This is an optimization exercise on Yosys and OpenROAD, whose aim is small area, not a production implementation. In this exercise RTL edits were held to simulation tests only and were not proved equivalent to the original. No activity file was given, so power comes from the tool's default toggle rates.

--- flow/design.v ---
`default_nettype none
module sd_crc16(
  input  wire       CLK,    
  input  wire       RST,   
  input  wire       IN,  
  input  wire       SH, 
  input  wire       EN,  
  output reg [15:0] CRC
); 
wire         xor15;
assign xor15 = IN ^ CRC[15];  
always @(posedge CLK or posedge RST) 
    if (RST) CRC = 16'd0;  
    else if (EN || SH) 
        begin                                        
            CRC[15]=        CRC[14];                 
            CRC[14]=        CRC[13];                 
            CRC[13]=        CRC[12];                 
            CRC[12]= SH?    CRC[11] : xor15 ^ CRC[11];           
            CRC[11]=        CRC[10];
            CRC[10]=        CRC[9];
            CRC[9] =        CRC[8];
            CRC[8] =        CRC[7];
            CRC[7] =        CRC[6];
            CRC[6] =        CRC[5];
            CRC[5] = SH?    CRC[4] : xor15 ^ CRC[4];
            CRC[4] =        CRC[3];
            CRC[3] =        CRC[2];
            CRC[2] =        CRC[1];
            CRC[1] =        CRC[0];
            CRC[0] = SH?      1'b1 : xor15         ;  
        end
endmodule
`default_nettype none
`timescale 1ns / 1ns                            
module sd_data_form
#(
parameter  [31:0] AVAIL_DATA_BITS      =  32'd4       
)
(                  
input  wire        SD_CLK,             
input  wire        RST,            
input  wire        SD_I_TRG,  
output wire        SD_I_DONE,
input  wire        SD_I_PKT_RDY, 
input  wire [ 63:0]SD_I_DAT,   
output wire        SD_I_ACK,
input  wire        SD_I_FIRST,  
input  wire        SD_I_LAST, 
output wire [(AVAIL_DATA_BITS-'d1):0]SD_O_DAT,
output wire        SD_OE
);                                                                                                  
localparam IDLE                     =  32'h00000000;
localparam WAIT_PKT                 =  32'h00000001;
localparam SEND_START               =  32'h00000002;
localparam SEND_DATA                =  32'h00000004;
localparam SEND_CRC                 =  32'h00000008;
localparam SEND_END                 =  32'h00000010;
integer     state;
wire        state_idle_f;      
wire        state_wait_pkt_f;    
wire        state_send_start_f;   
wire        state_send_data_f;   
wire        state_send_crc_f;   
wire        state_send_end_f;    
reg         o0_data_load; 
reg  [  6:0]o0_64nib_ptr;
wire        o0_64nib_last; 
wire        o0_64nib_1blast;
wire        o0_512nib_last;
wire        o0_crc_last;
reg         o1_en;      
reg  [ 63:0]o1_data; 
reg         o1_last_dw;
reg  [  1:0]o1_mux_ctrl;
wire        o1_crc_rst;                                                                             
reg         o1_crc_en; 
wire [  3:0]o1_crc_data;                                     
reg         o2_en;
reg  [(AVAIL_DATA_BITS-'d1):0]o2_data;
reg  [  1:0]o2_mux_ctrl;
reg         o2_crc_sh; 
wire [ 15:0]o2_crc_out[0:3];                        
wire [  3:0]o2_crc_out_4msb;                        
wire        o2_crc_out_1msb;      
wire [(AVAIL_DATA_BITS-'d1):0]o2_crc_out_mux;  
reg         o2_endbit_f;
reg         o3_en;
reg  [(AVAIL_DATA_BITS-'d1):0]o3_data_mux; 
reg         o3_endbit_f;
assign state_idle_f         =                                             (state == IDLE         );
assign state_wait_pkt_f     =                                             (state == WAIT_PKT     );
assign state_send_start_f   =                                             (state == SEND_START   );
assign state_send_data_f    =                                             (state == SEND_DATA    );
assign state_send_crc_f     =                                             (state == SEND_CRC     );
assign state_send_end_f     =                                             (state == SEND_END     );
always@(posedge SD_CLK or posedge RST)
 if(RST)                                                state   <=                          IDLE;
 else case(state)                                                  
 IDLE:          if(SD_I_TRG                           ) state   <=                      WAIT_PKT; 
           else                                         state   <=                          IDLE;
 WAIT_PKT:      if(SD_I_PKT_RDY                       ) state   <=                    SEND_START; 
           else                                         state   <=                      WAIT_PKT;                                                                 
 SEND_START:                                            state   <=                     SEND_DATA;                                                                 
 SEND_DATA:     if(o0_512nib_last                     ) state   <=                      SEND_CRC;                                                                 
           else                                         state   <=                     SEND_DATA;                                                                 
 SEND_CRC:      if(o0_crc_last                        ) state   <=                      SEND_END;                                                                
           else                                         state   <=                      SEND_CRC;   
 SEND_END:                                              state   <=                          IDLE;                                                                 
 endcase   
always@(posedge SD_CLK or posedge RST)
if(RST)                                      o0_data_load  <=                                 1'b0;        
else if(state_send_start_f                 ) o0_data_load  <=                                 1'b1;      
else if(state_send_data_f & o0_64nib_1blast) o0_data_load  <=                          !o1_last_dw; 
else                                         o0_data_load  <=                                 1'b0; 
always@(posedge SD_CLK or posedge RST)
if(RST)                                      o0_64nib_ptr  <=                                 7'd0;      
else if(state_send_start_f                 ) o0_64nib_ptr  <= (AVAIL_DATA_BITS=='d4)?7'd15 : 7'd63;      
else if(      o1_last_dw && o0_64nib_last  ) o0_64nib_ptr  <=                        7'd14        ;  
else if(                    o0_64nib_last  ) o0_64nib_ptr  <= (AVAIL_DATA_BITS=='d4)?7'd14 : 7'd62;  
else                                         o0_64nib_ptr  <=                  o0_64nib_ptr - 7'd1; 
assign o0_64nib_last   =                                                           o0_64nib_ptr[6]; 
assign o0_64nib_1blast =                                                 o0_64nib_ptr[5:0] == 6'd0; 
assign o0_512nib_last  =                                               o1_last_dw && o0_64nib_last;
assign o0_crc_last     =                                         state_send_crc_f && o0_64nib_last;
assign SD_I_ACK       =                                                               o0_data_load;
always@(posedge SD_CLK or posedge RST)
if(RST)                                      o1_en         <=                                 1'd0;        
else if(state_send_start_f                 ) o1_en         <=                                 1'b1;        
else if(state_send_data_f                  ) o1_en         <=                                 1'b1;        
else if(state_send_crc_f                   ) o1_en         <=                                 1'b1; 
else                                         o1_en         <=                                 1'b0; 
always@(posedge SD_CLK)
     if(o0_data_load                    ) o1_data <= {SD_I_DAT[7:0], SD_I_DAT[15:8], SD_I_DAT[23:16], SD_I_DAT[31:24], SD_I_DAT[39:32], SD_I_DAT[47:40], SD_I_DAT[55:48], SD_I_DAT[63:56]};      
else if(state_send_data_f               ) o1_data <= (AVAIL_DATA_BITS=='d4)? {o1_data[59:0], 4'hF}: 
                                                                             {o1_data[62:0], 1'h1}; 
else                                      o1_data <=                                       o1_data;
always@(posedge SD_CLK or posedge RST)
if(RST)                                      o1_last_dw    <=                                 1'd0;        
else if(o0_data_load                       ) o1_last_dw    <=                            SD_I_LAST;        
else if(state_send_end_f                   ) o1_last_dw    <=                                 1'b0; 
else                                         o1_last_dw    <=                           o1_last_dw; 
always@(posedge SD_CLK or posedge RST)
if(RST)                                      o1_mux_ctrl   <=                                 2'd3;      
else if(state_send_start_f                 ) o1_mux_ctrl   <=                                 2'd0;      
else if(state_send_data_f                  ) o1_mux_ctrl   <= (o0_512nib_last)?        2'd2 : 2'd1;      
else if(state_send_crc_f                   ) o1_mux_ctrl   <= (o0_64nib_last )?        2'd3 : 2'd2; 
else                                         o1_mux_ctrl   <=                                 2'd3; 
always@(posedge SD_CLK or posedge RST)
if(RST)                                      o1_crc_en     <=                                 1'd0;    
else if(state_send_data_f                  ) o1_crc_en     <= (o0_512nib_last)?        1'b0 : 1'b1; 
else                                         o1_crc_en     <=                                 1'b0; 
assign o1_crc_rst =                                                             state_send_start_f;
assign o1_crc_data= (AVAIL_DATA_BITS=='d4)?                    o1_data[63:60]: {3'd0, o1_data[63]}; 
sd_crc16 dat_crc3(
  .CLK  (SD_CLK),    
  .RST  ((AVAIL_DATA_BITS=='d4)? o1_crc_rst     : 1'b0),   
  .IN   ((AVAIL_DATA_BITS=='d4)? o1_crc_data[3] : 1'b0), 
  .SH   ((AVAIL_DATA_BITS=='d4)? o2_crc_sh      : 1'b0),  
  .EN   ((AVAIL_DATA_BITS=='d4)? o1_crc_en      : 1'b0),
  .CRC  (o2_crc_out[3])
);                                                                                             
sd_crc16 dat_crc2(
  .CLK  (SD_CLK),    
  .RST  ((AVAIL_DATA_BITS=='d4)? o1_crc_rst     : 1'b0),   
  .IN   ((AVAIL_DATA_BITS=='d4)? o1_crc_data[2] : 1'b0), 
  .SH   ((AVAIL_DATA_BITS=='d4)? o2_crc_sh      : 1'b0),  
  .EN   ((AVAIL_DATA_BITS=='d4)? o1_crc_en      : 1'b0),
  .CRC  (o2_crc_out[2])
);                                                                                             
sd_crc16 dat_crc1(
  .CLK  (SD_CLK),    
  .RST  ((AVAIL_DATA_BITS=='d4)? o1_crc_rst     : 1'b0),   
  .IN   ((AVAIL_DATA_BITS=='d4)? o1_crc_data[1] : 1'b0), 
  .SH   ((AVAIL_DATA_BITS=='d4)? o2_crc_sh      : 1'b0),  
  .EN   ((AVAIL_DATA_BITS=='d4)? o1_crc_en      : 1'b0),
  .CRC  (o2_crc_out[1])
);                                                                                             
sd_crc16 dat_crc0(
  .CLK  (SD_CLK),    
  .RST  (o1_crc_rst),   
  .IN   (o1_crc_data[0]), 
  .SH   (o2_crc_sh),  
  .EN   (o1_crc_en),
  .CRC  (o2_crc_out[0])
);                                                                                             
always@(posedge SD_CLK or posedge RST)
if(RST)                                      o2_crc_sh     <=                                 1'd0;    
else if(o1_mux_ctrl == 2'd2                ) o2_crc_sh     <=                                 1'b1; 
else                                         o2_crc_sh     <=                                 1'b0; 
assign o2_crc_out_4msb = {o2_crc_out[3][15], o2_crc_out[2][15], o2_crc_out[1][15], o2_crc_out[0][15]};
assign o2_crc_out_1msb =                                                           o2_crc_out[0][15];
assign o2_crc_out_mux  = (AVAIL_DATA_BITS=='d4)?                 o2_crc_out_4msb : o2_crc_out_1msb;
always@(posedge SD_CLK or posedge RST)
if(RST)                                      o2_mux_ctrl    <=                                1'd0; 
else                                         o2_mux_ctrl    <=                         o1_mux_ctrl; 
always@(posedge SD_CLK or posedge RST)
if(RST)                                      o2_data     <=                                     -1;        
else                                         o2_data     <= (AVAIL_DATA_BITS=='d4)? o1_data[63:60]:
                                                                                    o1_data[63   ];
always@(posedge SD_CLK or posedge RST)
if(RST)                                      o2_en         <=                                 1'b0;
else                                         o2_en         <=                                o1_en;
always@(posedge SD_CLK or posedge RST)
if(RST)                                      o2_endbit_f   <=                                 1'b0;
else                                         o2_endbit_f   <=                     state_send_end_f;  
always@(posedge SD_CLK)
     if(o2_mux_ctrl == 2'd0    ) o3_data_mux <=                                                'd0;  
else if(o2_mux_ctrl == 2'd1    ) o3_data_mux <=                                            o2_data;  
else if(o2_mux_ctrl == 2'd2    ) o3_data_mux <=                                     o2_crc_out_mux;  
else   o3_data_mux <=                                                 -1;  
always@(posedge SD_CLK or posedge RST)
if(RST)                                      o3_en         <=                                 1'b0;
else                                         o3_en         <=                                o2_en; 
always@(posedge SD_CLK or posedge RST)
if(RST)                                      o3_endbit_f   <=                                 1'b0;
else                                         o3_endbit_f   <=                          o2_endbit_f; 
assign SD_O_DAT   =                                                                    o3_data_mux;
assign SD_OE      =                                                                          o3_en;
assign SD_I_DONE  =                                                                    o3_endbit_f;
endmodule
--- flow/run.sh ---
#!/bin/bash
# synth_recipe.tcl (not shown) runs the flow's synth.tcl, then flattens the netlist and writes it again
# the make line also repeats each setting of config.mk as NAME=value (left out here)
make -C /OpenROAD-flow-scripts/flow DESIGN_CONFIG=/design/flow/config.mk WORK_HOME=/design/flow/orfs CLKGATE_MAP_FILE= SYNTH_SCRIPT=/design/flow/synth_recipe.tcl finish
--- flow/config.mk ---
export PLATFORM = sky130hd
export DESIGN_NAME = sd_data_form
export DESIGN_NICKNAME = sd_data_form
export VERILOG_FILES = /design/flow/design.v
export SDC_FILE = /design/flow/constraint.sdc
export NUM_CORES = 4
export LEC_CHECK = 0
export CAP_MARGIN = 20
export CORE_MARGIN = 2
export CORE_UTILIZATION = 40
export SLEW_MARGIN = 20
--- flow/constraint.sdc ---
create_clock -name core_clock -period 5.0 [get_ports {SD_CLK}]
set_input_delay 1.0000 -clock core_clock [delete_from_list [all_inputs] [get_ports {SD_CLK}]]
set_output_delay 1.0000 -clock core_clock [all_outputs]
set_load 0.01 [all_outputs]
==> impl_metrics.ini, run 1 <==
[layout]
final_nets = 570
final_layout_size_suffix_gt1_frac = 0.3105
n_antenna_cell = 0
most-common-layout-cells = 111 x mux2_2, 86 x dfrtp_1, 75 x clkdlybuf4s50_1
nFillCells = 1342
area_delta_synth_final_pct = 24.52
utilization = 0.5092
layout_commonest_cell = mux2_2

[critical_path]
crit_cells = 2
path_buf_inv = 2
slowest_delay_ns = 0.66
worstPathRequired_ns = 4.00
crit_path_top_delay_cell = clkdlybuf4s50_1
start_kind = flop
crit_chain = buf_4 > clkdlybuf4s50_1
timing_worst_setup_path_type = reg -> out
arrival_ns = 2.28
end_kind = output port
cp_max_fo = 52
cpLargestDelayFamily = buffers and inverters
r2r_cells = 5

[yosys]
synth_area_sq_um = 6496
seq_area_frac_synth = 0.6676
yosys_warnings = 2
ys_async_sr_fraction = 0.5776
synthesis.nets = 491
syn-mean-instance-area_sq_um = 15.47
yosys_most_used_dff = dfrtp_1
ys_types = 39
synth_edf_count = 64
syn_inst = 420
yosys_register_bits = 161

[grt]
grt_max_degree = 67
grt_pass1_wl_microns = 18270
gr-usage-met3 = 0.06250
antenna_found_initial = 1
grt_util_met2 = 0.2097
gr-usage-met1 = 0.1612
busiest_layer = met2
grt_pass1_vias = 3723
grt_overflow = 0
grt_usage = 0.1347

[power]
p_int_w = 0.003612
comb_power_share = 0.274
p_sw_frac = 0.2767
clkPwrFrac = 0.263
p_total_w = 0.004994
p_leak_nw = 2.948
p_sw_w = 0.001382
irDropWorstVdd_v = 0.0003450
power_density_nw_per_um2 = 617.4
p_seq_frac = 0.462

[drt]
remaining_drc_errors = 0
drt-vias-per-instance = 4.889
drtAntennaViolNets = 0
wl_per_cell_microns = 14.85
drtIter0Drc = 226
drt_wl_total_microns = 10810
first_pass_iters = 4
num_vias = 3559

[die]
ios = 77
start_util = 0.4089
rows = 46
die_area_sq_um = 17280
die-height_microns = 131.4
die_width_microns = 131.4
fp.coreArea_sq_um = 15890

[clocking]
clk_latency_ns = 0.41
clock_path_buffers = 2
cts_resized = 0
cts_max_level = 4
cts_setup_buffers = 0
clk_pin_slew_worst_paths_ns = 0.06
cts.sinks = 161
numCtsBuffers = 17
cts_tree = done
postCtsHoldBufs = 0
root_buffer = clkbuf_16

[place]
numPortBuffers = 75
dp_hpwl_microns = 7050
place_ws_ns = 2.136
gp_congestion = 0.7896

[timing]
finClkSkew_ns = 0.007083
fin_crit_sh = 0.6556
fin_setup_tns_ns = 0
period_minus_slack_ns = 3.278
maxSlewViolCount = 0
timing.fmax_mhz = 305.1
tightest_slew_ns = 0.8215
maxSlewHeadroom = 0.4523
setup_viol_count_final = 0
setup_ws_ns = 1.722
finalHoldViolCount = 0
rsz0062_at_grt = false

[run_status]
outcome = complete, no violations

[hold_path]
hold_path_depth = 0
hp-class = reg -> reg

[job]
drv_cap = 0
worst reg2reg max path: cells and delay by family (launching register included):
kind          cells  cell delay [ns]
flops             1             0.47
buf+inv           2             0.60
simple gates      3             1.08
power by group through the flow:
stage	Combinational, W	Sequential (W)	Clock (W)
6_report	0.00137	0.00231	0.00132
5_1_grt	0.00153	0.00238	0.00142
4_1_cts	0.00138	0.00232	0.00136
3_5_place_dp	0.00137	0.00234	0
3_3_place_gp	0.00131	0.00232	0
2_1_floorplan	0.00117	0.00223	0
cells by family (layout without fill, tap and decap cells):
family | count (synthesis) | in the layout | share of synthesized area
xor gates and xnor gates | 12 | 12 | 0.01618
DFF | 161 | 161 | 0.6676
muxes | 112 | 112 | 0.1941
buffers and inverters | 28 | 120 | 0.02330
adders and majority gates | 1 | 1 | 0.001926
and+or+nand+nor | 56 | 56 | 0.04584
AOI/OAI and AO/OA | 50 | 50 | 0.05104
layout make-up:
| class | instances | area, sq um | share of cell area |
|---|---|---|---|
| clock buffer | 20 | 436.7 | 0.05398 |
| clock inverter | 12 | 165.2 | 0.02042 |
| inverter | 6 | 22.52 | 0.002784 |
| multi-input combinational | 231 | 2013 | 0.2489 |
| sequential | 161 | 4338 | 0.5363 |
| tap | 216 | 270.3 | 0.03341 |
| timing repair buffer | 82 | 843.3 | 0.1043 |
per-stage QoR:
stage          std cells  instance area (sq um)  hold slack, ns
3_3_place_gp         694                   7432          0.3388
5_1_grt              728                   8089          0.3673
4_1_cts              727                   8061          0.3554
2_1_floorplan        420                   6496          0.3312
3_5_place_dp         695                   7460          0.3410
6_report             728                   8089          0.3501
cell usage after synthesis (all sizes together), types with 2 or more instances:
cell	instances	area (sq um)
a31oi	10	62.56
xnor2	6	52.55
nor2b	6	37.54
dfrtp	87	2177
xor2	6	52.55
nand2	6	22.52
nor2	21	86.33
nor3b	2	15.01
dfstp	6	157.7
edfxtp	64	1922
nor3	5	25.02
a211o	4	35.03
nand3	2	10.01
dfxtp	4	80.08
o21ai	7	35.03
nand2b	7	43.79
buf	20	121.4
mux2	112	1261
inv	6	22.52
clkbuf	2	7.510
a21oi	16	80.08
o22a	8	70.07
sequential cells by signal (all words and copies together), names as in the netlist:
name / flops
dat_crc3.CRC: 16
state: 5
o1_data: 64
o2_mux_ctrl: 2
o1_crc_en: 1
dat_crc0.CRC: 16
o1_mux_ctrl: 2
o1_en: 1
o1_last_dw: 1
dat_crc2.CRC: 16
o3_endbit_f: 1
o2_endbit_f: 1
dat_crc1.CRC: 16
o3_data_mux: 4
o3_en: 1
o2_crc_sh: 1
o2_en: 1
o0_64nib_ptr: 7
o2_data: 4
o0_data_load: 1
layer usage:
layer | wire [microns] | up-vias | share of wire
li1 | - | 1693 | -
met1 | 4653 | 1773 | 0.43
met2 | 5176 | 75 | 0.48
met3 | 767 | 18 | 0.071
met4 | 214 | 0 | 0.020
met5 | 0 | - | 0
worst paths after layout:
check | start | end | slack, ns
setup reg to reg | state[0]$_DFFE_PP0P_ | o1_data[54]$_DFFE_PP_ | 2.51
max in group asynchronous | RST | o2_data[0]$_DFF_PP1_ | 3.51
hold reg to reg | o2_endbit_f$_DFF_PP0_ | o3_endbit_f$_DFF_PP0_ | 0.35
hold / removal | o2_endbit_f$_DFF_PP0_ | o3_endbit_f$_DFF_PP0_ | 0.35
setup / recovery | o0_data_load$_DFF_PP0_ | SD_I_ACK | 1.72
min in group asynchronous | state[4]$_DFFE_PP0P_ | dat_crc1.CRC[0]$_DFFE_PP0P_ | 0.82
==> run 2: changes to the inputs <==
==> flow/design.v (replaced) <==
`default_nettype none
module sd_crc16(
  input  wire       CLK,
  input  wire       IN,
  input  wire       DAT,
  input  wire       CS,
  output reg [15:0] CRC
);
wire fb  = DAT & (IN ^ CRC[15]);
wire clr = ~(DAT | CS);
always @(posedge CLK)
  CRC <= {CRC[14:12], (CRC[11] ^ fb) & ~clr, CRC[10:8], CRC[7] & ~clr,
          CRC[6:5], CRC[4] ^ fb, CRC[3] & ~clr, CRC[2:0], fb | CS};
endmodule
`default_nettype none
`timescale 1ns / 1ns
module sd_data_form
#(
parameter  [31:0] AVAIL_DATA_BITS      =  32'd4       
)
(
input  wire        SD_CLK,
input  wire        RST,
input  wire        SD_I_TRG,
output wire        SD_I_DONE,
input  wire        SD_I_PKT_RDY,
input  wire [ 63:0]SD_I_DAT,
output wire        SD_I_ACK,
input  wire        SD_I_FIRST,
input  wire        SD_I_LAST,
output wire [(AVAIL_DATA_BITS-'d1):0]SD_O_DAT,
output wire        SD_OE
);
reg         s_wait;      
reg         s_pre;       
reg         s_data;      
reg         s_crc;       
reg         s_end;       
reg  [  3:0]cnt;         
wire        c15  = &cnt;
wire        idle = ~(s_wait | s_pre | s_data | s_crc) | (s_crc & c15);
always @(posedge SD_CLK or posedge RST)
if (RST) begin
  s_wait <= 1'b0; s_pre <= 1'b0; s_data <= 1'b0; s_crc <= 1'b0; s_end <= 1'b0;
end else begin
  s_wait <= (idle & SD_I_TRG) | (s_wait & ~SD_I_PKT_RDY);
  s_pre  <= (s_wait & SD_I_PKT_RDY) | (s_pre & ~c15);
  s_data <= (s_pre & c15) | (s_data & ~(c15 & SD_I_LAST));
  s_crc  <= (s_data & c15 & SD_I_LAST) | (s_crc & ~c15);
  s_end  <= s_crc & c15;
end
always @(posedge SD_CLK)
  cnt <= (s_pre | s_data | s_crc) ? cnt + 4'd1 : 4'd12;
wire [  3:0]nib = SD_I_DAT[{cnt[3:1], ~cnt[0], 2'b00} +: 4];
wire [ 15:0]crc[0:3];
genvar i;
generate for (i = 0; i < 4; i = i + 1) begin : lane
  sd_crc16 dat_crc(.CLK(SD_CLK), .IN(nib[i]), .DAT(s_data), .CS(s_crc), .CRC(crc[i]));
end endgenerate
wire [  3:0]crc_msb = {crc[3][15], crc[2][15], crc[1][15], crc[0][15]};
assign SD_O_DAT  = s_data ? nib : crc_msb;
assign SD_OE     = (s_pre & c15) | s_data | s_crc | s_end;
assign SD_I_DONE = s_end;
assign SD_I_ACK  = s_data & c15;
endmodule
==> flow/flow/run.sh (new file) <==
#!/bin/bash
# Standard layout, but with the smallest buffer on the ports.
set -euo pipefail
bash standard.sh finish BUFFER_PORTS_ARGS="-buffer_cell sky130_fd_sc_hd__buf_1" > standard.log 2>&1
==> flow/standard.sh (new file) <==
#!/bin/bash
# synth_recipe.tcl (not shown) runs the flow's synth.tcl, then flattens the netlist and writes it again
# the make line also repeats each setting of config.mk as NAME=value (left out here)
make -C /OpenROAD-flow-scripts/flow DESIGN_CONFIG=/design/flow/config.mk WORK_HOME=/design/flow/orfs CLKGATE_MAP_FILE= SYNTH_SCRIPT=/design/flow/synth_recipe.tcl "${@:-finish}"
removed: flow/run.sh
==> run 2 against run 1 <==
  * Setup slack got worse by 0.51 ns
  * Fmax decreased by 14%
  * Final cell count decreased by 41%
  * Sequential share of layout area decreased by 12 points
  * Clock power decreased by 66%
  * Critical path depth increased by 4
  * Total power decreased by 50%
  * Largest cell class unchanged
==> impl_metrics.ini, run 2 <==
[yosys]
synthesis.nets = 325
synth_edf_count = 0
ys_async_sr_fraction = 0.06849
synth_largest_area_cell = dfxtp_1
syn-mean-instance-area_sq_um = 11.82
ys_types = 49
synth_most_common_cell = dfxtp_1
syn_inst = 254
synth_area_sq_um = 3002
ys_top_cells_by_count = 68 x dfxtp_1, 17 x mux2i_1, 15 x nand2_1, 14 x nand3_1, 14 x nor2b_1
synthTopCellsByArea = dfxtp_1 45%, mux4_2 9.8%, mux2i_1 5.7%
seq_area_frac_synth = 0.4952
yosys_most_used_dff = dfxtp_1
yosys_warnings = 2
yosys.area.top_type_share = 0.4535
yosys_register_bits = 73

[critical_path]
r2r_start = cnt[1]$_SDFF_PN0_
end_kind = output port
crit_end = SD_O_DAT[1]
timing_worst_setup_path_type = reg -> out
worstPathRequired_ns = 4.00
r2r_cells = 5
ff2ff_setup_slack_ns = 2.34
crit_start = cnt[1]$_SDFF_PN0_
r2r_end = lane[3].dat_crc.CRC[0]$_DFF_P_
arrival_ns = 2.79
start_kind = flop
cp_max_fo = 17

[timing]
tightest_slew_ns = 0.9181
maxSlewViolCount = 0
setup_viol_count_final = 0
rsz0062_at_grt = false
fin_setup_tns_ns = 0
timing.fmax_mhz = 263.8
fin_crit_sh = 0.7582
finalHoldViolCount = 0
maxSlewHeadroom = 0.3871
finClkSkew_ns = 0.01250
period_minus_slack_ns = 3.791

[power]
irDropWorstVdd_v = 0.0004523
p_int_w = 0.001611
power_density_nw_per_um2 = 706.1
p_sw_w = 0.0008888
comb_power_share = 0.387
p_sw_frac = 0.3556
p_leak_nw = 1.412
p_seq_frac = 0.431
clkPwrFrac = 0.182

[layout]
utilization = 0.4880
fin_cells = 432
final_nets = 399
top_register = lane.dat_crc.CRC
most-common-layout-cells = 75 x buf_1, 68 x dfxtp_1, 17 x mux2i_1
area_delta_synth_final_pct = 17.92
final_layout_size_suffix_gt1_frac = 0.1231
nFillCells = 707
n_antenna_cell = 0
top_regs = lane.dat_crc.CRC: 64 flops, cnt: 4 flops
layout_commonest_cell = buf_1
largest_reg_flops = 64

[clocking]
clk_latency_ns = 0.35
clock_path_buffers = 2
clk_pin_slew_worst_paths_ns = 0.08
cts_setup_buffers = 0
cts.sinks = 73
root_buffer = clkbuf_8
postCtsHoldBufs = 0
cts_tree = done
cts_max_level = 3
numCtsBuffers = 9
cts_resized = 0

[place]
gp_congestion = 0.7567
numPortBuffers = 75
dp_hpwl_microns = 4351
placed_cells_incl_taps = 416

[grt]
grt_pass1_vias = 2239
antenna_found_initial = 0
grt_pass1_wl_microns = 10250
grt_overflow = 0
grt_usage = 0.1587
grt_max_degree = 25

[drt]
drt-vias-per-instance = 5.046
remaining_drc_errors = 0
drtAntennaViolNets = 0
num_vias = 2180
drt_wl_total_microns = 5900
first_pass_iters = 4
wl_per_cell_microns = 13.66
drtIter0Drc = 105

[die]
fp.coreArea_sq_um = 7253
start_util = 0.4138
die_width_microns = 90.63
die-height_microns = 90.63
die_area_sq_um = 8213
ios = 77
rows = 31

[hold_path]
min_from = lane[0].dat_crc.CRC[13]$_DFF_P_
hp-class = reg -> reg

[job]
drv_cap = 0

[run_status]
outcome = complete, no violations
-- run 2: cell count changes in the layout (fill, tap and decap cells not counted), moves of 17 or more --
cell,before,now
dfxtp_1,4,68
edfxtp_1,64,0
clkbuf_16,17,0
buf_1,0,75
dfrtp_1,86,5
mux2_2,111,2
clkdlybuf4s50_1,75,0
mux2i_1,0,17
-- run 2: area by class of cell --
type | instances | area (sq um) | area share
Clock inverter | 6 | 65.06 | 0.01838
Multi-Input combinational cell | 161 | 1408 | 0.3977
Inverter | 6 | 22.52 | 0.006363
Sequential cell | 73 | 1486 | 0.4199
Clock buffer | 10 | 137.6 | 0.03888
Tap cell | 99 | 123.9 | 0.03499
Timing Repair Buffer | 77 | 296.5 | 0.08378
-- run 2: per-layer routing --
| layer | vias to the layer above | global-route usage | routed length [microns] |
|---|---|---|---|
| li1 | 1074 | - | - |
| met4 | 0 | 0.07564 | 121 |
| met2 | 40 | 0.2537 | 2790 |
| met5 | - | 0 | 0 |
| met1 | 1050 | 0.1988 | 2741 |
| met3 | 16 | 0.04341 | 247 |
-- run 2: worst min path at each step --
| stage | to | cells after the start | slack [ns] |
|---|---|---|---|
| 5_1_grt | lane[0].dat_crc.CRC[14]$_DFF_P_ | 0 | 0.32 |
| 2_1_floorplan | lane[0].dat_crc.CRC[10]$_DFF_P_ | 0 | 0.31 |
| 6_report | lane[0].dat_crc.CRC[14]$_DFF_P_ | 0 | 0.32 |
| 3_5_place_dp | lane[0].dat_crc.CRC[15]$_DFF_P_ | 0 | 0.31 |
| 3_3_place_gp | lane[3].dat_crc.CRC[3]$_DFF_P_ | 0 | 0.31 |
| 4_1_cts | lane[0].dat_crc.CRC[14]$_DFF_P_ | 0 | 0.32 |
-- run 2: cells by family after synthesis --
kind of cell / synth area share
mux: 0.2151
compound gates: 0.07170
xor+xnor: 0.02626
buf+inv: 0.03584
simple gates: 0.1517
flops: 0.4952
fa+ha+maj: 0.004168
-- run 2: worst max-delay path, stage by stage, from the launching register on --
cell     delay, ns
dfxtp_1       0.93
mux4_2        0.59
mux2i_1       0.38
and2_1        0.20
or2_2         0.11
o21ai_0       0.08
buf_1         0.15
-- run 2: stage by stage --
| step | cell area [sq um] | hold WS, ns | setup slack (ns) | power, W |
|---|---|---|---|---|
| final | 3540 | 0.3194 | 1.209 | 0.002499 |
| after global routing | 3540 | 0.3226 | 0.9452 | 0.002695 |
| after global placement | 3337 | 0.3114 | 1.551 | 0.002050 |
| after CTS | 3540 | 0.3204 | 1.128 | 0.002535 |
| after floorplan | 3002 | 0.3096 | 1.903 | 0.001847 |
| after detailed placement | 3337 | 0.3121 | 1.517 | 0.002066 |
-- run 2: power by group through the flow --
stage / clock, W / combinational (W) / sequential, W
detailed placement: 0 / 0.000973 / 0.00109
global placement: 0 / 0.000966 / 0.00108
global route: 0.000497 / 0.00108 / 0.00112
CTS: 0.000468 / 0.000982 / 0.00109
finish: 0.000455 / 0.000967 / 0.00108
floorplan: 0 / 0.000899 / 0.000948
==> run 3: changes to the inputs <==
--- a/flow/config.mk
+++ b/flow/config.mk
@@ -6,4 +6,5 @@
 export NUM_CORES = 4
 export LEC_CHECK = 0
+export ABC_AREA = 1
 export CAP_MARGIN = 20
 export CORE_MARGIN = 2
==> run 3 against run 2 <==
  * Largest power group unchanged
  * Combinational power down 4.8%
  * Via count rose by 14%
  * Area after synthesis is 1.7% lower
  * Final cell count is 31% higher
  * Fmax rose by 16%
  * Global-route usage fell by 0.34 points
  * Still clean
  * First-iteration DRC count is 31% lower
  * Die area is 1.6% lower
  * Setup slack better by 0.52 ns
  * Flip-flop and latch count unchanged
==> impl_metrics.ini, run 3 <==
[layout]
final_layout_size_suffix_gt1_frac = 0.08955
top_register = lane.dat_crc.CRC
top_regs = lane.dat_crc.CRC: 64 flops, cnt: 4 flops
multiInputGateArea_sq_um = 1055
area_delta_synth_final_pct = 16.11
layout_commonest_cell = nand2_1
regArea_sq_um = 1488
largest_reg_flops = 64
n_antenna_cell = 0
nFillCells = 751
most-common-layout-cells = 142 x nand2_1, 75 x buf_1, 71 x inv_1
final_nets = 536

[grt]
busiest_layer = met2
antenna_found_initial = 0
grt_overflow = 0
gr-usage-met1 = 0.1895
grt_util_met2 = 0.2582
grt_pass1_vias = 2395
grt_pass1_wl_microns = 10090
gr-usage-met3 = 0.05700
grt_usage = 0.1552
grt_max_degree = 37

[clocking]
root_buffer = clkbuf_8
cts_resized = 0
cts_tree = done
clk_pin_slew_worst_paths_ns = 0.07
postCtsHoldBufs = 0
clock_path_buffers = 2
clk_latency_ns = 0.34
cts_max_level = 3
cts.sinks = 73
numCtsBuffers = 9
cts_setup_buffers = 0

[yosys]
synth_edf_count = 0
synth_most_common_cell = nand2_1
ys_types = 23
yosys_most_used_dff = dfxtp_1
syn-mean-instance-area_sq_um = 7.530
ys_top_cells_by_count = 142 x nand2_1, 71 x inv_1, 68 x dfxtp_1, 31 x nand3_1, 15 x nor2_1
yosys_register_bits = 73
synth_largest_area_cell = dfxtp_1
syn_inst = 392
seq_area_frac_synth = 0.5036
ys_async_sr_fraction = 0.06849
yosys.area.top_type_share = 0.4612
yosys_warnings = 2
synthTopCellsByArea = dfxtp_1 46%, nand2_1 18%, inv_1 9.0%
synth_area_sq_um = 2952
synthesis.nets = 463

[critical_path]
path_buf_inv = 3
start_kind = flop
arrival_ns = 2.27
slowest_delay_ns = 0.77
cpMostUsedCell = nand2_1
cp_max_fo = 36
r2r_start = s_data$_DFF_PP0_
crit_start = cnt[0]$_SDFF_PN0_
end_kind = output port
timing_worst_setup_path_type = reg -> out
crit_path_top_delay_cell = dfxtp_2
cpLargestDelayFamily = flip-flops
worstPathRequired_ns = 4.00
crit_chain = inv_6 > nand2_1 > nand3_1 > nand2_1 > nand2_1 > nand2_1 > inv_2 > nand2_2 > nand2_1 > o21ai_0 > buf_1

[power]
power_density_nw_per_um2 = 704.8
p_leak_nw = 1.785
p_total_w = 0.002415
irDropWorstVdd_v = 0.0002739

[die]
die-height_microns = 89.90
die_width_microns = 89.90
start_util = 0.4091
die_area_sq_um = 8082
fp.coreArea_sq_um = 7214
rows = 31
ios = 77

[drt]
drtAntennaViolNets = 0
drt-vias-per-instance = 4.377
drt_wl_total_microns = 5956
first_pass_iters = 4
remaining_drc_errors = 0
wl_per_cell_microns = 10.49
num_vias = 2486
drtIter0Drc = 72

[timing]
period_minus_slack_ns = 3.273
timing.fmax_mhz = 305.6
setup_viol_count_final = 0
finalHoldViolCount = 0
rsz0062_at_grt = false
maxSlewHeadroom = 0.4775
fin_crit_sh = 0.6546
fin_setup_tns_ns = 0
maxSlewViolCount = 0
finClkSkew_ns = 0.008231
tightest_slew_ns = 0.7837

[hold_path]
hp-class = reg -> reg
min_from = lane[0].dat_crc.CRC[0]$_DFF_P_

[place]
dp_hpwl_microns = 4380
gp_congestion = 0.7652
numPortBuffers = 75

[job]
drv_cap = 0

[run_status]
outcome = complete, no violations
==> run 3: cell count changes in the layout (fill, tap and decap cells not counted), sizes merged, moves of 6 or more <==
cell | previous run | this run
mux4 | 16 | 0
inv | 7 | 77
nand3 | 14 | 43
nand2 | 15 | 150
or3 | 6 | 0
nand4 | 0 | 9
nor2b | 14 | 0
mux2i | 21 | 0
nor2 | 9 | 16
==> run 3: cell families after synthesis <==
group                    share of synthesized area
AO/OA/AOI/OAI                              0.01908
adder cells (fa/ha/maj)                   0.004238
AND/OR/NAND/NOR                             0.3311
buffers and inverters                       0.1390
XOR/XNOR                                  0.002968
flip-flops                                  0.5036
==> run 3: report_power, final <==
group | total (W) | leakage, nW | internal, W | switching (W)
sequential | 0.00107 | 0.635 | 0.000880 | 0.000186
combinational | 0.000921 | 1.07 | 0.000328 | 0.000592
clock | 0.000429 | 0.0844 | 0.000227 | 0.000203
==> run 3: final cells by class <==
type | instances | area share
inverters | 77 | 0.08580
well taps | 99 | 0.03614
clock buffers | 10 | 0.03724
repair buffers | 75 | 0.08215
clock inverters | 5 | 0.01679
multi-input cells | 229 | 0.3078
flip-flops and latches | 73 | 0.4341
==> run 3: worst paths after layout <==
check	endpoint	slack [ns]	cells after the start
setup / recovery	SD_O_DAT[2]	1.73	11
hold / removal	lane[0].dat_crc.CRC[1]$_DFF_P_	0.32	0
setup reg to reg	s_wait$_DFF_PP0_	2.94	5
hold reg to reg	lane[0].dat_crc.CRC[1]$_DFF_P_	0.32	0
max in group asynchronous	s_crc$_DFF_PP0_	4.30	2
min in group asynchronous	s_data$_DFF_PP0_	0.52	2
==> run 3: layer usage <==
metal | share of wire | vias up
met1 | 0.47 | 1111
met4 | 0.0094 | 0
met5 | 0 | -
met2 | 0.47 | 48
met3 | 0.049 | 10
li1 | - | 1317
==> run 3: per-stage QoR <==
step	std cells	area (sq um)	setup slack, ns	utilization	hold WS (ns)
CTS	568	3427	1.700	0.4750	0.3291
global placement	553	3241	1.653	0.4492	0.3104
finish	568	3427	1.727	0.4750	0.3243
floorplan	392	2952	2.420	-	0.3096
global route	568	3427	1.497	0.4750	0.3340
detailed placement	553	3242	2.003	0.4494	0.3121
==> run 4: changes to the inputs <==
--- a/flow/config.mk
+++ b/flow/config.mk
@@ -6,7 +6,9 @@
 export NUM_CORES = 4
 export LEC_CHECK = 0
-export ABC_AREA = 1
 export CAP_MARGIN = 20
 export CORE_MARGIN = 2
 export CORE_UTILIZATION = 40
+export CTS_BUF_LIST = sky130_fd_sc_hd__clkbuf_16 sky130_fd_sc_hd__clkbuf_8
+export CTS_CLUSTER_DIAMETER = 500
+export CTS_CLUSTER_SIZE = 100
 export SLEW_MARGIN = 20
==> run 4 against run 3 <==
  * Combinational power up 5.0%
  * Area after synthesis up 1.7%
  * First-iteration DRC count up 46%
  * Clock power up 6.1%
  * Clock skew up 0.0043 ns
  * Critical path depth down 5
  * Core utilization up 1.3 points
  * Non-clock buffer count up 2
  * Fmax down 14%
  * Synthesized cell count down 35%
  * Worst hold slack worse by 0.0048 ns
  * Final cell count down 24%
  * Critical endpoint is now SD_O_DAT[1]
==> impl_metrics.ini, run 4 <==
[run_status]
outcome = complete, no violations

[layout]
layout_commonest_cell = buf_1
regArea_sq_um = 1486
area_delta_synth_final_pct = 17.92
n_antenna_cell = 0
largest_reg_flops = 64
top_regs = lane.dat_crc.CRC: 64 flops, cnt: 4 flops
multiInputGateArea_sq_um = 1408
final_layout_size_suffix_gt1_frac = 0.1231
nFillCells = 707
top_register = lane.dat_crc.CRC
final_nets = 399
final_area_sq_um = 3540
most-common-layout-cells = 75 x buf_1, 68 x dfxtp_1, 17 x mux2i_1

[critical_path]
start_kind = flop
cp_max_fo = 17
arrival_ns = 2.79
timing_worst_setup_path_type = reg -> out
worstPathRequired_ns = 4.00
end_kind = output port

[timing]
setup_viol_count_final = 0
finalHoldViolCount = 0
finClkSkew_ns = 0.01250
fin_crit_sh = 0.7582
fin_setup_tns_ns = 0
tightest_slew_ns = 0.9181
timing.fmax_mhz = 263.8
maxSlewHeadroom = 0.3871
rsz0062_at_grt = false
maxSlewViolCount = 0
period_minus_slack_ns = 3.791

[yosys]
synth_edf_count = 0
seq_area_frac_synth = 0.4952
ys_types = 49
ys_top_cells_by_count = 68 x dfxtp_1, 17 x mux2i_1, 15 x nand2_1, 14 x nand3_1, 14 x nor2b_1
yosys_most_used_dff = dfxtp_1
synth_largest_area_cell = dfxtp_1
synth_most_common_cell = dfxtp_1
yosys_warnings = 2
syn-mean-instance-area_sq_um = 11.82
ys_async_sr_fraction = 0.06849
syn_inst = 254
synth_area_sq_um = 3002
yosys.area.top_type_share = 0.4535
synthTopCellsByArea = dfxtp_1 45%, mux4_2 9.8%, mux2i_1 5.7%
yosys_register_bits = 73
synthesis.nets = 325

[clocking]
cts.sinks = 73
clk_pin_slew_worst_paths_ns = 0.08
postCtsHoldBufs = 0
root_buffer = clkbuf_8
numCtsBuffers = 9
cts_resized = 0
clk_latency_ns = 0.35
cts_max_level = 3
cts_setup_buffers = 0
cts_tree = done
clock_path_buffers = 2

[job]
drv_cap = 0

[grt]
grt_max_degree = 25
grt_pass1_wl_microns = 10250
grt_usage = 0.1587
grt_overflow = 0
antenna_found_initial = 0
grt_pass1_vias = 2239

[die]
start_util = 0.4138
rows = 31
die-height_microns = 90.63
fp.coreArea_sq_um = 7253
die_area_sq_um = 8213
ios = 77
die_width_microns = 90.63

[drt]
drt_wl_total_microns = 5900
wl_per_cell_microns = 13.66
num_vias = 2180
drtIter0Drc = 105
remaining_drc_errors = 0
first_pass_iters = 4
drt-vias-per-instance = 5.046
drtAntennaViolNets = 0

[power]
p_leak_nw = 1.412
irDropWorstVdd_v = 0.0004523
power_density_nw_per_um2 = 706.1

[place]
numPortBuffers = 75
dp_hpwl_microns = 4351
place_area_sq_um = 3337
gp_congestion = 0.7567

[hold_path]
hp-class = reg -> reg
[run 4: cell types whose count changed in the layout (fill, tap and decap cells not counted), moves of 6 or more]
cell / previous run / this run
inv_1: 71 / 6
mux2i_1: 0 / 17
mux4_2: 0 / 13
nand2_1: 142 / 15
nand2_2: 8 / 0
nand3_1: 31 / 14
nand3_2: 12 / 0
nand4_1: 9 / 0
nor2_1: 15 / 9
nor2b_1: 0 / 14
or3_1: 0 / 6
[run 4: logic make-up (layout without fill, tap and decap cells)]
kind of cell    count (synthesis)  count (layout)  synth area share
simple gates                   84              84            0.1517
flops                          73              73            0.4952
mux                            39              39            0.2151
compound gates                 28              28           0.07170
buf+inv                        20              99           0.03584
xor+xnor                        9               9           0.02626
fa+ha+maj                       1               1          0.004168
[run 4: area by class of cell]
| cell class | count | area share |
|---|---|---|
| flip-flops and latches | 73 | 0.4199 |
| multi-input cells | 161 | 0.3977 |
| repair buffers | 77 | 0.08378 |
| clock buffers | 10 | 0.03888 |
| well taps | 99 | 0.03499 |
| clock inverters | 6 | 0.01838 |
| inverters | 6 | 0.006363 |
[run 4: path summary, 6_finish.rpt]
| path | slack (ns) | end | depth (start not counted) | start |
|---|---|---|---|---|
| setup / recovery | 1.21 | SD_O_DAT[1] | 6 | cnt[1]$_SDFF_PN0_ |
| hold / removal | 0.32 | lane[0].dat_crc.CRC[14]$_DFF_P_ | 0 | lane[0].dat_crc.CRC[13]$_DFF_P_ |
| setup reg to reg | 2.34 | lane[3].dat_crc.CRC[0]$_DFF_P_ | 5 | cnt[1]$_SDFF_PN0_ |
| hold reg to reg | 0.32 | lane[0].dat_crc.CRC[14]$_DFF_P_ | 0 | lane[0].dat_crc.CRC[13]$_DFF_P_ |
| max in group asynchronous | 4.32 | s_crc$_DFF_PP0_ | 2 | RST |
| min in group asynchronous | 0.51 | s_wait$_DFF_PP0_ | 2 | RST |
[run 4: per-layer routing]
metal	global-route usage	vias to the layer above	routed length, microns
li1	-	1074	-
met1	0.1988	1050	2741
met2	0.2537	40	2790
met3	0.04341	16	247
met4	0.07564	0	121
met5	0	-	0
[run 4: power by group]
group	switching, W	internal, W	total, W
Combinational	0.000462	0.000505	0.000967
Sequential	0.000216	0.000861	0.00108
Clock	0.000211	0.000245	0.000455
[run 4: metrics by stage]
step / util / std cells / hold WS [ns] / worst slack [ns] / power, W
5_1_grt: 0.4880 / 432 / 0.3226 / 0.9452 / 0.002695
3_5_place_dp: 0.4601 / 416 / 0.3121 / 1.517 / 0.002066
3_3_place_gp: 0.4601 / 416 / 0.3114 / 1.551 / 0.002050
2_1_floorplan: - / 254 / 0.3096 / 1.903 / 0.001847
6_report: 0.4880 / 432 / 0.3194 / 1.209 / 0.002499
4_1_cts: 0.4880 / 432 / 0.3204 / 1.128 / 0.002535
[run 4: critical path, stage by stage (launching register included)]
cell	delay, ns
dfxtp_1	0.93
mux4_2	0.59
mux2i_1	0.38
and2_1	0.20
or2_2	0.11
o21ai_0	0.08
buf_1	0.15
==> run 5: changes to the inputs <==
==> flow/run.sh (new file) <==
#!/bin/bash
# synth_recipe.tcl (not shown) runs the flow's synth.tcl, then flattens the netlist and writes it again
# the make line also repeats each setting of config.mk as NAME=value (left out here)
make -C /OpenROAD-flow-scripts/flow DESIGN_CONFIG=/design/flow/config.mk WORK_HOME=/design/flow/orfs CLKGATE_MAP_FILE= SYNTH_SCRIPT=/design/flow/synth_recipe.tcl finish
--- a/flow/config.mk
+++ b/flow/config.mk
@@ -9,6 +9,3 @@
 export CORE_MARGIN = 2
 export CORE_UTILIZATION = 40
-export CTS_BUF_LIST = sky130_fd_sc_hd__clkbuf_16 sky130_fd_sc_hd__clkbuf_8
-export CTS_CLUSTER_DIAMETER = 500
-export CTS_CLUSTER_SIZE = 100
 export SLEW_MARGIN = 20
removed: flow/flow/run.sh
removed: flow/standard.sh
==> run 5 against run 4 <==
  * Register-to-register slack about the same
  * Still clean
  * Clock skew down 0.0019 ns
  * Final cell count unchanged
==> impl_metrics.ini, run 5 <==
[run_status]
outcome = complete, no violations

[timing]
fin_setup_tns_ns = 0
finClkSkew_ns = 0.01061
finalHoldViolCount = 0
maxSlewHeadroom = 0.4270
setup_viol_count_final = 0
timing.fmax_mhz = 243.2
fin_crit_sh = 0.8223
tightest_slew_ns = 0.8583
maxSlewViolCount = 0
whs_ns = 0.3247
period_minus_slack_ns = 4.111
setup_ws_ns = 0.8887
rsz0062_at_grt = false

[yosys]
ys_async_sr_fraction = 0.06849
synth_top_family_by_area = multiplexers
ys_types = 49
synth-xor-area-share = 0.02626
ys_top_cells_by_count = 68 x dfxtp_1, 17 x mux2i_1, 15 x nand2_1, 14 x nand3_1, 14 x nor2b_1
synth_area_sq_um = 3002
seq_area_frac_synth = 0.4952
yosys_most_used_dff = dfxtp_1
synth_most_common_cell = dfxtp_1
synth_mux_area_frac = 0.2151
syn_inst = 254
yosys.area.top_type_share = 0.4535
synthesis.nets = 325
synth_largest_area_cell = dfxtp_1
yosys_warnings = 2
synthTopCellsByArea = dfxtp_1 45%, mux4_2 9.8%, mux2i_1 5.7%
synthAdderAreaFrac = 0.004168
yosys_register_bits = 73
synthSimpleGateAreaFrac = 0.1517
synth-compound-area-share = 0.07170
syn-mean-instance-area_sq_um = 11.82
synth_edf_count = 0

[drt]
num_vias = 2169
drt-vias-per-instance = 5.021
first_pass_iters = 4
remaining_drc_errors = 0
drt_wl_total_microns = 6363
drtAntennaViolNets = 0
drtIter0Drc = 126
wl_per_cell_microns = 14.73

[clocking]
cts_tree = done
clk_pin_slew_worst_paths_ns = 0.07
cts_setup_buffers = 0
numCtsBuffers = 9
cts.sinks = 73
clock_path_buffers = 2
cts_max_level = 3
cts_resized = 0
clk_latency_ns = 0.34
root_buffer = clkbuf_8
postCtsHoldBufs = 0

[layout]
area_delta_synth_final_pct = 33.14
final_layout_size_suffix_gt1_frac = 0.1231
top_regs = lane.dat_crc.CRC: 64 flops, cnt: 4 flops
top_register = lane.dat_crc.CRC
most-common-layout-cells = 75 x clkdlybuf4s50_1, 68 x dfxtp_1, 17 x mux2i_1
final_area_sq_um = 3996
final_nets = 399
n_antenna_cell = 0
layout_commonest_cell = clkdlybuf4s50_1
largest_reg_flops = 64

[critical_path]
arrival_ns = 3.11
end_kind = output port
path_buf_inv = 2
crit_path_top_delay_cell = clkdlybuf4s50_1
timing_worst_setup_path_type = in -> out
crit_chain = clkdlybuf4s50_1 > mux4_2 > mux2i_1 > and2_1 > or2_2 > o21ai_0 > clkdlybuf4s50_1
cpMostUsedCell = clkdlybuf4s50_1
cp_max_fo = 5
start_kind = primary input
cpLargestDelayFamily = buffers and inverters
worstPathRequired_ns = 4.00
slowest_delay_ns = 0.50

[die]
die-height_microns = 90.63
rows = 31
die_width_microns = 90.63
die_area_sq_um = 8213
ios = 77
fp.coreArea_sq_um = 7253
start_util = 0.4138

[grt]
grt_pass1_wl_microns = 10610
busiest_layer = met2
antenna_found_initial = 0
grt_util_met2 = 0.2575
grt_pass1_vias = 2203
grt_overflow = 0
grt_usage = 0.1648
grt_max_degree = 24
gr-usage-met1 = 0.2101
gr-usage-met3 = 0.04424

[place]
numPortBuffers = 75
place_area_sq_um = 3806
dp_hpwl_microns = 4752
gp_congestion = 0.7539
place_ws_ns = 0.8639

[job]
drv_cap = 0

[power]
p_sw_w = 0.0008835
comb_power_share = 0.410
p_int_w = 0.001659
p_seq_frac = 0.425
p_leak_nw = 1.614
clkPwrFrac = 0.165
irDropWorstVdd_v = 0.0002883
p_sw_frac = 0.3475
power_density_nw_per_um2 = 636.2

[hold_path]
hp-class = reg -> reg
run 5: cell counts after synthesis:
Identical to the previous run, type by type.
run 5: worst paths after layout:
| check | startpoint | endpoint | slack (ns) | cells after the start |
|---|---|---|---|---|
| setup reg to reg | cnt[1]$_SDFF_PN0_ | lane[1].dat_crc.CRC[0]$_DFF_P_ | 2.35 | 5 |
| hold reg to reg | lane[1].dat_crc.CRC[10]$_DFF_P_ | lane[1].dat_crc.CRC[11]$_DFF_P_ | 0.32 | 0 |
| max in group asynchronous | RST | s_data$_DFF_PP0_ | 3.96 | 2 |
| min in group asynchronous | RST | s_end$_DFF_PP0_ | 0.85 | 2 |
| setup / recovery | SD_I_DAT[25] | SD_O_DAT[1] | 0.89 | 7 |
| hold / removal | lane[1].dat_crc.CRC[10]$_DFF_P_ | lane[1].dat_crc.CRC[11]$_DFF_P_ | 0.32 | 0 |
run 5: cell families after synthesis:
group           count (synthesis)
buf+inv                        20
flops                          73
simple gates                   84
fa+ha+maj                       1
mux                            39
compound gates                 28
xor+xnor                        9
run 5: per-stage QoR:
stage | util | std cells | total power, W
after global placement | 0.5248 | 416 | 0.002139
final | 0.5510 | 432 | 0.002542
after floorplan | - | 254 | 0.001847
after CTS | 0.5510 | 432 | 0.002586
after detailed placement | 0.5248 | 416 | 0.002148
after global routing | 0.5510 | 432 | 0.002743
run 5: routing by layer:
layer  share of wire  vias up
met5               0        -
met4           0.025        0
met3           0.051       16
met2            0.48       54
met1            0.44     1027
li1                -     1072
run 5: power groups by stage:
| stage | logic [W] | registers [W] | clock network, W |
|---|---|---|---|
| 4_1_cts | 0.00106 | 0.00109 | 0.000434 |
| 6_report | 0.00104 | 0.00108 | 0.000420 |
| 3_3_place_gp | 0.00105 | 0.00109 | 0 |
| 2_1_floorplan | 0.000899 | 0.000948 | 0 |
| 5_1_grt | 0.00116 | 0.00113 | 0.000457 |
| 3_5_place_dp | 0.00105 | 0.00110 | 0 |
run 5: area by class of cell:
class | count | area, sq um
clock buffer | 10 | 148.9
clock inverter | 6 | 41.29
fill | 645 | 3257
inverter | 6 | 22.52
multi-input combinational | 161 | 1408
sequential | 73 | 1486
tap | 99 | 123.9
timing repair buffer | 77 | 765.7
==> run 6: changes to the inputs <==
==> flow/flow/run.sh (new file) <==
#!/bin/bash
# The standard layout (standard.sh), with two changes:
#  - synthesis maps the logic with an area-oriented ABC script (flow/area.abc)
#    instead of ORFS's; everything else in the standard flow's synthesis script is kept,
#    so the registers are the standard synthesis's;
#  - the port buffers are the smallest buffer, sky130_fd_sc_hd__buf_1.
set -euo pipefail
W=$(pwd)
{
  printf 'proc abc {args} {\n'
  printf '  set i [lsearch -exact $args -script]\n'
  printf '  if {$i >= 0} { lset args [expr {$i + 1}] %s }\n' "$W/flow/area.abc"
  printf '  yosys abc {*}$args\n'
  printf '}\n'
  cat synth_recipe.tcl
} > flow_synth.tcl
bash standard.sh finish SYNTH_SCRIPT="$W/flow_synth.tcl" \
  BUFFER_PORTS_ARGS="-buffer_cell sky130_fd_sc_hd__buf_1" > standard.log 2>&1
==> flow/flow/area.abc (new file) <==
&get -n
&deepsyn -T 30
&put
dch -f
amap
==> flow/standard.sh (new file) <==
#!/bin/bash
# synth_recipe.tcl (not shown) runs the flow's synth.tcl, then flattens the netlist and writes it again
# the make line also repeats each setting of config.mk as NAME=value (left out here)
make -C /OpenROAD-flow-scripts/flow DESIGN_CONFIG=/design/flow/config.mk WORK_HOME=/design/flow/orfs CLKGATE_MAP_FILE= SYNTH_SCRIPT=/design/flow/synth_recipe.tcl "${@:-finish}"
removed: flow/run.sh
==> run 6 against run 5 <==
  * Wire length down 25%
  * Flip-flop and latch count is the same
  * Core utilization decreased by 2.2 points
  * Critical endpoint is now SD_O_DAT[0]
==> impl_metrics.ini, run 6 <==
[run_status]
outcome = complete, no violations

[timing]
maxSlewHeadroom = 0.6556
finalHoldViolCount = 0
maxSlewViolCount = 0
setup_ws_ns = 1.308
period_minus_slack_ns = 3.692
fin_setup_tns_ns = 0
finClkSkew_ns = 0.008017
whs_ns = 0.3224
timing.fmax_mhz = 270.8
fin_crit_sh = 0.7385
setup_viol_count_final = 0
rsz0062_at_grt = false
tightest_slew_ns = 0.5112

[yosys]
synth_area_sq_um = 2320
syn-mean-instance-area_sq_um = 10.09
ys_async_sr_fraction = 0.06849
yosys_most_used_dff = dfxtp_1
yosys.area.top_type_share = 0.5868
synth_edf_count = 0
ys_types = 29
synth_most_common_cell = dfxtp_1
yosys_warnings = 2
synth_largest_area_cell = dfxtp_1
ys_top_cells_by_count = 68 x dfxtp_1, 37 x nor2_1, 23 x clkinv_1, 14 x o21ai_0, 12 x a21oi_1
seq_area_frac_synth = 0.6408
syn_inst = 230
synthTopCellsByArea = dfxtp_1 59%, nor2_1 6.0%, dfrtp_1 5.4%
synthesis.nets = 301
yosys_register_bits = 73

[drt]
first_pass_iters = 4
num_vias = 1841
remaining_drc_errors = 0
drtAntennaViolNets = 0
drt_wl_total_microns = 4761
drtIter0Drc = 42
wl_per_cell_microns = 12.08
drt-vias-per-instance = 4.673

[grt]
grt_usage = 0.1542
antenna_found_initial = 0
grt_overflow = 0
grt_max_degree = 16
grt_pass1_wl_microns = 7348
grt_pass1_vias = 1693

[clocking]
cts_resized = 0
clock_path_buffers = 2
clk_pin_slew_worst_paths_ns = 0.07
cts_max_level = 3
postCtsHoldBufs = 0
numCtsBuffers = 9
cts_tree = done
clk_latency_ns = 0.33
root_buffer = clkbuf_8
cts_setup_buffers = 0
cts.sinks = 73

[critical_path]
arrival_ns = 2.69
start_kind = flop
timing_worst_setup_path_type = reg -> out
cpMostUsedCell = clkinv_1
crit_chain = clkinv_1 > nor2_1 > clkinv_1 > o221ai_1 > o41ai_1 > a222oi_1 > o22ai_1 > buf_1
worstPathRequired_ns = 4.00
cp_max_fo = 15
r2r_start = cnt[0]$_SDFF_PN0_
slowest_delay_ns = 0.41
crit_start = cnt[0]$_SDFF_PN0_
crit_path_top_delay_cell = dfxtp_1
end_kind = output port

[power]
irDropWorstVdd_v = 0.0003187
p_leak_nw = 1.119
power_density_nw_per_um2 = 757.0
p_total_w = 0.002217

[layout]
final_layout_size_suffix_gt1_frac = 0.04969
layout_commonest_cell = buf_1
most-common-layout-cells = 75 x buf_1, 68 x dfxtp_1, 37 x nor2_1
top_regs = lane.dat_crc.CRC: 64 flops, cnt: 4 flops
n_antenna_cell = 0
area_delta_synth_final_pct = 26.27
largest_reg_flops = 64
final_nets = 388
top_register = lane.dat_crc.CRC

[die]
ios = 77
start_util = 0.4187
die-height_microns = 80.16
die_area_sq_um = 6425
die_width_microns = 80.16
rows = 27
fp.coreArea_sq_um = 5540

[hold_path]
hp-class = reg -> reg
min_from = lane[2].dat_crc.CRC[2]$_DFF_P_

[place]
gp_congestion = 0.7138
place_ws_ns = 1.648
numPortBuffers = 75
dp_hpwl_microns = 3600

[job]
drv_cap = 0
==> run 6: changes by cell type in the layout (fill, tap and decap cells not counted), sizes merged, moves of 8 or more <==
cell / before / now
a21oi: 4 / 12
buf: 2 / 76
clkdlybuf4s50: 75 / 0
clkinv: 6 / 23
mux2i: 21 / 0
mux4: 16 / 0
nand3: 14 / 3
nor2: 9 / 37
o21ai: 4 / 14
o22ai: 0 / 9
==> run 6: path summary, 6_finish.rpt <==
check,to,slack [ns],cells after the start
max,SD_O_DAT[0],1.31,8
min,lane[2].dat_crc.CRC[3]$_DFF_P_,0.32,0
max reg2reg,lane[0].dat_crc.CRC[5]$_DFF_P_,2.14,10
min reg2reg,lane[2].dat_crc.CRC[3]$_DFF_P_,0.32,0
max in group asynchronous,s_pre$_DFF_PP0_,4.34,2
min in group asynchronous,s_crc$_DFF_PP0_,0.52,2
==> run 6: kinds of logic (layout without fill, tap and decap cells) <==
logic type,Yosys count,after routing,share of synthesized area
flops,73,73,0.6408
simple gates,70,70,0.1354
compound gates,63,63,0.1812
buf+inv,23,115,0.03722
fa+ha+maj,1,1,0.005393
==> run 6: stage by stage <==
stage / area, sq um / cells / utilization
2_1_floorplan: 2320 / 230 / -
3_3_place_gp: 2699 / 378 / 0.4871
3_5_place_dp: 2699 / 378 / 0.4871
4_1_cts: 2929 / 394 / 0.5287
5_1_grt: 2929 / 394 / 0.5287
6_report: 2929 / 394 / 0.5287
==> run 6: cell type report <==
class | count | area, sq um
flip-flops and latches | 73 | 1486
repair buffers | 76 | 289.0
inverters | 23 | 86.33
well taps | 72 | 90.09
multi-input cells | 134 | 747.0
clock buffers | 12 | 155.1
fillers | 540 | 2611
clock inverters | 4 | 75.07
==> run 6: per-layer routing <==
metal / share of wire / track usage / wire (microns)
met1: 0.45 / 0.1651 / 2142
met2: 0.44 / 0.2642 / 2078
met3: 0.094 / 0.05618 / 447
met4: 0.020 / 0.08136 / 94
met5: 0 / 0 / 0
==> run 6: power breakdown <==
| part | internal [W] | leakage, nW | switching, W |
|---|---|---|---|
| Combinational | 0.000278 | 0.375 | 0.000451 |
| Sequential | 0.000886 | 0.635 | 0.000101 |
| Clock | 0.000308 | 0.109 | 0.000194 |
==> run 6: critical path, delay by kind of cell (launching register included) <==
| family | cells | cell delay, ns |
|---|---|---|
| compound gates | 4 | 1.01 |
| buf+inv | 3 | 0.72 |
| flops | 1 | 0.41 |
| simple gates | 1 | 0.22 |
==> run 7: changes to the inputs <==
--- a/flow/flow/run.sh
+++ b/flow/flow/run.sh
@@ -16,3 +16,3 @@
 } > flow_synth.tcl
 bash standard.sh finish SYNTH_SCRIPT="$W/flow_synth.tcl" \
-  BUFFER_PORTS_ARGS="-buffer_cell sky130_fd_sc_hd__buf_1" > standard.log 2>&1
+  BUFFER_PORTS_ARGS="-buffer_cell sky130_fd_sc_hd__buf_1" CTS_ARGS="-sink_clustering_enable -repair_clock_nets -dont_use_dummy_load -buf_list sky130_fd_sc_hd__clkbuf_4" > standard.log 2>&1
==> run 7 against run 6 <==
  * Clock-buffer cell count decreased by 3
  * Largest cell class unchanged
  * Largest power group unchanged
  * Still clean
  * Synthesized cell count unchanged
  * Critical path depth unchanged
  * Critical path type unchanged
  * Via count is 1.1% lower
  * Setup slack lost 0.037 ns
  * Sequential power about the same
  * Clock skew increased by 0.019 ns
  * Highest routed layer unchanged
==> impl_metrics.ini, run 7 <==
[drt]
drt_wl_total_microns = 4715
wl_per_cell_microns = 12.18
num_vias = 1820
drt-vias-per-instance = 4.703
drtAntennaViolNets = 0
drtIter0Drc = 58
remaining_drc_errors = 0
first_pass_iters = 4

[critical_path]
end_kind = output port
start_kind = flop
timing_worst_setup_path_type = reg -> out
cp_max_fo = 15
worstPathRequired_ns = 4.00
arrival_ns = 2.73

[place]
place_ws_ns = 1.648
placed_cells_incl_taps = 378
dp_hpwl_microns = 3600
gp_congestion = 0.7138
numPortBuffers = 75

[grt]
grt_usage = 0.1526
grt_pass1_wl_microns = 7272
grt_max_degree = 16
antenna_found_initial = 0
grt_overflow = 0
grt_pass1_vias = 1682

[die]
die_width_microns = 80.16
rows = 27
die_area_sq_um = 6425
fp.coreArea_sq_um = 5540
ios = 77
start_util = 0.4187
die-height_microns = 80.16

[clocking]
clk_pin_slew_worst_paths_ns = 0.11
cts.sinks = 73
root_buffer = clkbuf_4
numCtsBuffers = 9
cts_max_level = 3
cts_tree = done
postCtsHoldBufs = 0
cts_resized = 0
clock_path_buffers = 2
clk_latency_ns = 0.39
cts_setup_buffers = 0

[yosys]
synthTopCellsByArea = dfxtp_1 59%, nor2_1 6.0%, dfrtp_1 5.4%
yosys_warnings = 2
seq_area_frac_synth = 0.6408
synth_area_sq_um = 2320
synth_most_common_cell = dfxtp_1
syn_inst = 230
yosys.area.top_type_share = 0.5868
ys_async_sr_fraction = 0.06849
syn-mean-instance-area_sq_um = 10.09
ys_types = 29
synthesis.nets = 301
synth_edf_count = 0
yosys_register_bits = 73
ys_top_cells_by_count = 68 x dfxtp_1, 37 x nor2_1, 23 x clkinv_1, 14 x o21ai_0, 12 x a21oi_1
yosys_most_used_dff = dfxtp_1
synth_largest_area_cell = dfxtp_1

[timing]
setup_ws_ns = 1.271
tightest_slew_ns = 0.5342
fin_setup_tns_ns = 0
rsz0062_at_grt = false
finClkSkew_ns = 0.02722
finalHoldViolCount = 0
timing.fmax_mhz = 268.2
fin_crit_sh = 0.7458
setup_viol_count_final = 0
whs_ns = 0.2998
period_minus_slack_ns = 3.729
maxSlewHeadroom = 0.6401
maxSlewViolCount = 0

[layout]
n_antenna_cell = 0
final_nets = 388
fin_cells = 387
largest_reg_flops = 64
top_register = lane.dat_crc.CRC
most-common-layout-cells = 75 x buf_1, 68 x dfxtp_1, 37 x nor2_1
final_layout_size_suffix_gt1_frac = 0.03175
top_regs = lane.dat_crc.CRC: 64 flops, cnt: 4 flops
layout_commonest_cell = buf_1
area_delta_synth_final_pct = 19.26

[power]
irDropWorstVdd_v = 0.0002714
power_density_nw_per_um2 = 704.7
p_leak_nw = 1.051
p_total_w = 0.001950

[run_status]
outcome = complete, no violations

[job]
drv_cap = 0

[hold_path]
hp-class = reg -> reg
[run 7: cell counts after synthesis]
No cell type changed its count.
[run 7: path summary, 6_finish.rpt]
kind	start	end	slack [ns]	depth (start not counted)
setup / recovery	cnt[0]$_SDFF_PN0_	SD_O_DAT[0]	1.27	8
hold / removal	lane[2].dat_crc.CRC[2]$_DFF_P_	lane[2].dat_crc.CRC[3]$_DFF_P_	0.30	0
setup reg to reg	cnt[0]$_SDFF_PN0_	lane[0].dat_crc.CRC[5]$_DFF_P_	2.17	10
hold reg to reg	lane[2].dat_crc.CRC[2]$_DFF_P_	lane[2].dat_crc.CRC[3]$_DFF_P_	0.30	0
max in group asynchronous	RST	s_data$_DFF_PP0_	4.40	2
min in group asynchronous	RST	s_crc$_DFF_PP0_	0.47	2
[run 7: cell type report]
type,instances,area (sq um)
inverter,23,86.33
fill,563,2774
timing repair buffer,76,289.0
sequential,73,1486
clock buffer,9,67.56
tap,72,90.09
multi-input combinational,134,747.0
[run 7: metal layers]
| metal | part of all wire | global-route usage | up-vias | wire [microns] |
|---|---|---|---|---|
| met4 | 0.0091 | 0.07627 | 0 | 43 |
| met2 | 0.45 | 0.2592 | 66 | 2107 |
| met1 | 0.46 | 0.1644 | 775 | 2165 |
| met3 | 0.085 | 0.05955 | 4 | 400 |
| met5 | 0 | 0 | - | 0 |
| li1 | - | - | 975 | - |
[run 7: critical path: stages, from the launching register on]
cell and delay (ns):
dfxtp_1 0.41, clkinv_1 0.19, nor2_1 0.22, clkinv_1 0.38, o221ai_1 0.33, o41ai_1 0.12, a222oi_1 0.41, o22ai_1 0.15
buf_1 0.15
[run 7: stage by stage]
step           area [sq um]  utilization
6_report               2766       0.4993
5_1_grt                2766       0.4993
4_1_cts                2766       0.4993
3_5_place_dp           2699       0.4871
3_3_place_gp           2699       0.4871
2_1_floorplan          2320            -
[run 7: cells by family (layout without fill, tap and decap cells)]
| family | count (synthesis) | after routing | share of synthesized area |
|---|---|---|---|
| adder cells (fa/ha/maj) | 1 | 1 | 0.005393 |
| flip-flops | 73 | 73 | 0.6408 |
| buffers and inverters | 23 | 108 | 0.03722 |
| AND/OR/NAND/NOR | 70 | 70 | 0.1354 |
| AO/OA/AOI/OAI | 63 | 63 | 0.1812 |
[run 7: report_power, final]
part / switching, W / internal, W
Clock: 0.000153 / 0.0000838
Combinational: 0.000450 / 0.000278
Sequential: 0.000100 / 0.000885
Total: 0.000703 / 0.00125

-- static timing again, ports no longer ideal --
How much do the figures lean on ideal ports? The routed layouts below were timed once more, with nothing changed but the port constraints. Step 1 (the two cells are an assumption about what drives the block):
set clk [get_ports {SD_CLK}]
set_driving_cell -lib_cell sky130_fd_sc_hd__clkbuf_16 $clk
set_driving_cell -lib_cell sky130_fd_sc_hd__buf_2 [delete_from_list [all_inputs] $clk]
Step 2 times the ports against the registers' clock, not the clock port: input delays grow and output delays shrink by t, the midpoint of the rising clock arrivals with the driver on. Three values: ideal ports, drivers, drivers and shift; two values: the first two.
| run | t (ns) | slack for setup (ns) | hold WS [ns] |
|---|---|---|---|
| run 1 | 0.446 | 1.722 / 1.684 / 2.130 | 0.350 / 0.350 / 0.350 |
| run 2 | 0.368 | 1.209 / 1.179 / 1.542 | 0.319 / 0.319 / 0.319 |
| run 3 | 0.364 | 1.727 / 1.700 / 1.970 | 0.324 / 0.324 / 0.324 |
| run 4 | 0.368 | 1.209 / 1.179 / 1.542 | 0.319 / 0.319 / 0.319 |
| run 5 | 0.362 | 0.889 / 0.868 / 0.868 | 0.325 / 0.325 / 0.325 |
| run 6 | 0.353 | 1.308 / 1.282 / 1.635 | 0.322 / 0.322 / 0.322 |
| run 7 | 0.391 | 1.271 / 1.251 / 1.641 | 0.300 / 0.300 / 0.300 |
After both steps every run listed still meets setup and hold. For run 5, which loses most, drivers alone change the setup slack by -0.021 ns; drivers and shift together by -0.021 ns.
